Context: an optimization exercise on an open-source flow, tuned for small area, a short achievable clock period and few clock cycles per item. The choices shown serve that exercise and are no tape-out recipe. The RTL was checked by simulation tests, not by an equivalence proof against the original design. Power and IR drop assume default switching activity.

==> flow/design.v <==
`timescale 1ns/1ps
module dsp_block_mapping #(
    parameter NUM_BANKS         = 8,
    parameter CACHE_LINES       = 16,
    parameter BLOCK_SIZE_BYTES  = 64,
    parameter ADDR_WIDTH        = 32,
    parameter BLOCK_ID_WIDTH    = 16
)(
    input  logic                         clk,
    input  logic                         rst_n,
    input  logic [1:0]                   map_mode,
    input  logic [47:0]                  sys_config,
    input  logic                         map_req_valid,
    input  logic [BLOCK_ID_WIDTH-1:0]    block_id,
    input  logic [ADDR_WIDTH-1:0]        base_addr,
    output logic                         map_ready,
    output logic [64:0]                  mapping_result,
    output logic                         map_result_valid,
    input  logic                         map_result_ready,
    output logic [31:0]                  bank_conflict_count,
    output logic [31:0]                  cache_miss_count
);
    localparam int DIV_ROWS = 4;               
    localparam int NGRP     = 16 / DIV_ROWS;   
    localparam int GW       = (NGRP <= 2) ? 1 : (NGRP <= 4) ? 2 : (NGRP <= 8) ? 3 : 4;
    logic [15:0] bs;
    logic [2:0]  bank_mask;
    logic        blocked;
    assign bs        = sys_config[31:16];
    assign bank_mask = {sys_config[43], sys_config[43] | sys_config[42],
                        sys_config[43] | sys_config[42] | sys_config[41]};
    assign blocked   = (map_mode == 2'b01);
    logic vld_q, busy_q;
    logic req_hs, res_hs;
    assign map_ready = ~(vld_q | busy_q);
    assign req_hs    = map_req_valid & map_ready;
    assign res_hs    = vld_q & map_result_ready;
    logic [31:0] l0 [0:16];
    logic [31:0] l1 [0:11];
    logic [31:0] l2 [0:7];
    logic [31:0] l3 [0:5];
    logic [31:0] l4 [0:3];
    logic [31:0] l5 [0:2];
    logic [31:0] l6 [0:1];
    always_comb begin
        for (int i = 0; i < 16; i++) l0[i] = bs[i] ? ({16'd0, block_id} << i) : 32'd0;
        l0[16] = base_addr;
        for (int i = 0; i < 5; i++) begin l1[2*i] = l0[3*i] ^ l0[3*i+1] ^ l0[3*i+2]; l1[2*i+1] = ((l0[3*i] & l0[3*i+1]) | (l0[3*i] & l0[3*i+2]) | (l0[3*i+1] & l0[3*i+2])) << 1; end
        l1[10] = l0[15]; l1[11] = l0[16];
        for (int i = 0; i < 4; i++) begin l2[2*i] = l1[3*i] ^ l1[3*i+1] ^ l1[3*i+2]; l2[2*i+1] = ((l1[3*i] & l1[3*i+1]) | (l1[3*i] & l1[3*i+2]) | (l1[3*i+1] & l1[3*i+2])) << 1; end
        for (int i = 0; i < 2; i++) begin l3[2*i] = l2[3*i] ^ l2[3*i+1] ^ l2[3*i+2]; l3[2*i+1] = ((l2[3*i] & l2[3*i+1]) | (l2[3*i] & l2[3*i+2]) | (l2[3*i+1] & l2[3*i+2])) << 1; end
        l3[4] = l2[6]; l3[5] = l2[7];
        for (int i = 0; i < 2; i++) begin l4[2*i] = l3[3*i] ^ l3[3*i+1] ^ l3[3*i+2]; l4[2*i+1] = ((l3[3*i] & l3[3*i+1]) | (l3[3*i] & l3[3*i+2]) | (l3[3*i+1] & l3[3*i+2])) << 1; end
        l5[0] = l4[0] ^ l4[1] ^ l4[2]; l5[0+1] = ((l4[0] & l4[1]) | (l4[0] & l4[2]) | (l4[1] & l4[2])) << 1; l5[2] = l4[3];
        l6[0] = l5[0] ^ l5[1] ^ l5[2]; l6[0+1] = ((l5[0] & l5[1]) | (l5[0] & l5[2]) | (l5[1] & l5[2])) << 1;
    end
    logic [2:0] prod_lo;
    logic [3:0] line_d;
    assign prod_lo = block_id[2:0] * bs[2:0];
    assign line_d  = base_addr[3:0] + {prod_lo, 1'b0};
    logic [31:0] sum_q;
    logic [30:0] car_q;
    logic [15:0] id_q;
    logic [3:0]  line_q;
    logic [2:0]  bank_q;
    logic [15:0] bs_onehot_any, bs_onehot_many;
    logic        bs_pow2;
    logic [2:0]  q_pow2;
    logic        q_small_ok, q_small;
    logic        fast_ok;
    logic [2:0]  fast_q;
    always_comb begin
        bs_onehot_any[0]  = bs[0];
        bs_onehot_many[0] = 1'b0;
        for (int i = 1; i < 16; i++) begin
            bs_onehot_many[i] = bs_onehot_many[i-1] | (bs_onehot_any[i-1] & bs[i]);
            bs_onehot_any[i]  = bs_onehot_any[i-1] | bs[i];
        end
        bs_pow2 = bs_onehot_any[15] & ~bs_onehot_many[15];
        q_pow2 = '0;
        for (int s = 0; s < 16; s++) begin
            if (bs[s]) q_pow2 = q_pow2 | 3'((block_id >> s) & 16'd7);
        end
    end
    assign q_small_ok = {1'b0, block_id[15:1]} < bs;    
    assign q_small    = block_id >= bs;
    assign fast_ok    = bs_pow2 | q_small_ok;
    assign fast_q     = bs_pow2 ? q_pow2 : {2'b00, q_small};
    logic [GW-1:0] g0;
    logic [15:0]   r_init;
    always_comb begin
        g0     = '0;
        r_init = block_id >> DIV_ROWS;
        for (int g = 1; g < NGRP; g++) begin
            if ((bs >> (16 - DIV_ROWS*g)) == 16'd0) begin
                g0     = GW'(g);
                r_init = block_id >> (DIV_ROWS*g + DIV_ROWS);
            end
        end
    end
    logic [15:0]   r_q;
    logic [GW-1:0] g_q;
    logic [15:0]   bs_q;
    logic [15:0]   r_row [0:DIV_ROWS];
    logic [DIV_ROWS-1:0] id_bits;
    logic [DIV_ROWS-1:0] q_bits;
    assign id_bits = id_q[DIV_ROWS*g_q +: DIV_ROWS];
    assign r_row[0] = r_q;
    genvar k;
    generate
        for (k = 0; k < DIV_ROWS; k++) begin : g_row
            logic [16:0] t, d;
            assign t = {r_row[k], id_bits[DIV_ROWS-1-k]};
            assign d = t - {1'b0, bs_q};
            assign q_bits[DIV_ROWS-1-k] = ~d[16];
            assign r_row[k+1] = d[16] ? t[15:0] : d[15:0];
        end
    endgenerate
    always_ff @(posedge clk or negedge rst_n) begin
        if (!rst_n) begin
            vld_q  <= 1'b0;
            busy_q <= 1'b0;
        end else begin
            if (req_hs) begin
                busy_q <= blocked & ~fast_ok;
                vld_q  <= ~blocked | fast_ok;
            end else if (busy_q) begin
                if (g_q == '0) begin
                    busy_q <= 1'b0;
                    vld_q  <= 1'b1;
                end
            end else if (res_hs) begin
                vld_q  <= 1'b0;
            end
        end
    end
    always_ff @(posedge clk) begin
        sum_q  <= l6[0];
        car_q  <= l6[1][31:1];
        id_q   <= block_id;
        line_q <= line_d;
        bs_q   <= bs;
        r_q    <= busy_q ? r_row[DIV_ROWS] : r_init;
        g_q    <= busy_q ? g_q - GW'(1) : g0;
        if (!blocked)
            bank_q <= block_id[2:0] & bank_mask;
        else if (!busy_q && fast_ok)
            bank_q <= fast_q & bank_mask;
        else if (busy_q && g_q == '0)
            bank_q <= q_bits[2:0] & bank_mask;
    end
    logic [31:0] addr;
    assign addr = sum_q + {car_q, 1'b0};
    assign mapping_result   = {id_q, 5'd0, bank_q, 4'd0, line_q, addr, vld_q};
    assign map_result_valid = vld_q;
    logic [2:0]  last_bank_q;
    logic        have_last_q;
    logic [15:0] seen_q;
    logic [4:0]  miss_q;
    logic [31:0] conf_q;
    always_ff @(posedge clk or negedge rst_n) begin
        if (!rst_n) begin
            last_bank_q <= '0;
            have_last_q <= 1'b0;
            seen_q      <= '0;
            miss_q      <= '0;
            conf_q      <= '0;
        end else if (res_hs) begin
            last_bank_q <= bank_q;
            have_last_q <= 1'b1;
            if (have_last_q && last_bank_q == bank_q)
                conf_q <= conf_q + 32'd1;
            if (!seen_q[line_q])
                miss_q <= miss_q + 5'd1;
            seen_q[line_q] <= 1'b1;
        end
    end
    assign bank_conflict_count = conf_q;
    assign cache_miss_count    = {27'd0, miss_q};
endmodule
==> flow/config.mk <==
export PLATFORM = sky130hd
export DESIGN_NAME = dsp_block_mapping
export DESIGN_NICKNAME = dsp_block_mapping
export VERILOG_FILES = /design/flow/design.v
export SDC_FILE = /design/flow/constraint.sdc
export NUM_CORES = 4
export LEC_CHECK = 0
export CAP_MARGIN = 20
export CORE_MARGIN = 2
export CORE_UTILIZATION = 65
export SLEW_MARGIN = 20
==> flow/constraint.sdc <==
create_clock -name core_clock -period 55.0 [get_ports {clk}]
set_input_delay 11.0000 -clock core_clock [delete_from_list [all_inputs] [get_ports {clk}]]
set_output_delay 11.0000 -clock core_clock [all_outputs]
set_load 0.01 [all_outputs]
standard.sh (not shown) runs the stock make flow with config.mk's settings and CLKGATE_MAP_FILE= SYNTH_SCRIPT=/design/flow/synth_recipe.tcl, a recipe that flattens the netlist after the stock synthesis.
==> flow/flow/run.sh <==
#!/bin/bash
# Own layout flow: the standard ORFS flow (standard synthesis unchanged),
# with timing repair asked for extra setup slack at the design's clock period
# and plain buffers on the ports. Each tool's output goes to a log in this folder.
set -euo pipefail
export SETUP_SLACK_MARGIN=40
export BUFFER_PORTS_ARGS="-buffer_cell sky130_fd_sc_hd__buf_2"
bash standard.sh > standard_flow.log 2>&1
The baseline completed with no timing, DRC or antenna violations.
Testbench counts at the start, summed over its fixed seeds: cycles 25,619, items 12,000.
Then changed:
--- a/flow/flow/run.sh
+++ b/flow/flow/run.sh
@@ -4,5 +4,5 @@
 # and plain buffers on the ports. Each tool's output goes to a log in this folder.
 set -euo pipefail
-export SETUP_SLACK_MARGIN=40
+export SETUP_SLACK_MARGIN=42
 export BUFFER_PORTS_ARGS="-buffer_cell sky130_fd_sc_hd__buf_2"
 bash standard.sh > standard_flow.log 2>&1
- CORE_UTILIZATION: 65 -> 40
Outcome: The new run finished with timing, DRC and antenna clean. Design area grows by 19%. Cell count climbs by 14%. Total power is higher by 13%. Utilization decreases by 19 points. Clock-buffer cell count climbs by 1. Non-clock buffer count climbs by 114. Synthesized area does not change.
Then changed:
==> flow/flow/run.sh (replaced) <==
#!/bin/bash
# Own layout flow: the standard ORFS flow with three changes:
#  - synthesis runs without the generic ABC pass inside Yosys's synth command
#    (SYNTH_ARGS=-noabc), so full adders are extracted from the design's own
#    XOR/majority structure; the registers are the standard synthesis's;
#  - timing repair aims for extra setup slack at the design's clock period;
#  - the ports get plain buffers.
# Each tool's output goes to a log in this folder (ORFS's per-step logs stay
# under orfs/logs).
set -euo pipefail
export SYNTH_ARGS=-noabc
export SETUP_SLACK_MARGIN=40
export BUFFER_PORTS_ARGS="-buffer_cell sky130_fd_sc_hd__buf_2"
bash standard.sh > standard_flow.log 2>&1
- CORE_UTILIZATION: 40 -> 65
- CTS_BUF_LIST: unset -> sky130_fd_sc_hd__clkbuf_8
The new run produced a clean layout.
Clock skew rose by 0.0078 ns.
Critical path depth fell by 1.
Synthesized area fell by 4.7%.
Then changed:
==> flow/flow/run.sh (replaced) <==
#!/bin/bash
# Own layout flow: the standard ORFS flow (standard synthesis unchanged),
# with timing repair asked for extra setup slack at the design's clock period
# and plain buffers on the ports. Each tool's output goes to a log in this folder.
set -euo pipefail
export SETUP_SLACK_MARGIN=40
export BUFFER_PORTS_ARGS="-buffer_cell sky130_fd_sc_hd__buf_2"
bash standard.sh > standard_flow.log 2>&1
- CORE_UTILIZATION: 65 -> 40
- CTS_BUF_LIST: sky130_fd_sc_hd__clkbuf_8 -> unset
Effect:
- first-iteration DRC count falls by a few percent
- total power rises slightly
- cell count rises by about a fifth
- utilization falls by 27 points
- wire length rises by roughly a tenth
- clock skew falls by 0.017 ns
Then changed:
==> flow/flow/run.sh (replaced) <==
#!/bin/bash
# Own layout flow: the standard ORFS flow with three changes:
#  - synthesis runs without the generic ABC pass inside Yosys's synth command
#    (SYNTH_ARGS=-noabc), so full adders are extracted from the design's own
#    XOR/majority structure; the registers are the standard synthesis's;
#  - timing repair aims for extra setup slack at the design's clock period;
#  - the ports get plain buffers.
# Each tool's output goes to a log in this folder (ORFS's per-step logs stay
# under orfs/logs).
set -euo pipefail
export SYNTH_ARGS=-noabc
export SETUP_SLACK_MARGIN=40
export BUFFER_PORTS_ARGS="-buffer_cell sky130_fd_sc_hd__buf_2"
bash standard.sh > standard_flow.log 2>&1
- CORE_UTILIZATION: 40 -> 65
- CTS_BUF_LIST: unset -> sky130_fd_sc_hd__clkbuf_8
- CTS_CLUSTER_DIAMETER: unset -> 100
- CTS_CLUSTER_SIZE: unset -> 40
Result: The changed run finished with timing, DRC and antenna clean. Fmax is lower slightly. Wire length is lower by roughly a tenth. Design area is lower by a little under a tenth. Power is lower slightly. Clock skew is higher by 0.017 ns. Die area is lower by well over a third. Setup slack is worse by 0.057 ns. Worst hold slack is better by 0.0092 ns.

==> afterwards: timing with drivers on the ports <==
No port has a modelled driver above. Below, the same layouts with a new extraction and two added sets of constraints.
Step 1, drivers: a clkbuf_16 drives clk and a buf_2 each remaining input, both assumed.
Step 2 moves the port delays by t, midway between the first and last clock arrival at a register: inputs arrive t later, outputs are due t later. That takes back most of the time a late clock gives input paths.
a / b / c = ideal ports / drivers / drivers and shift; a / b = the first two.
run | shift t [ns] | setup slack, ns | hold slack, ns
the first run | 0.512 | 40.300 / 40.246 / 39.885 | 0.457 / 0.457 / 0.457
the second run | 0.546 | 40.383 / 40.328 / 40.147 | 0.457 / 0.457 / 0.457
the third run | 0.524 | 40.026 / 39.976 / 39.965 | 0.464 / 0.464 / 0.464
the fourth run | 0.544 | 40.083 / 40.028 / 39.837 | 0.455 / 0.455 / 0.455
the fifth run | 0.524 | 40.026 / 39.976 / 39.965 | 0.464 / 0.464 / 0.464
After both steps every run listed still meets setup and hold. For the first run, which loses most, drivers alone change the setup slack by -0.054 ns; drivers and shift together by -0.415 ns.
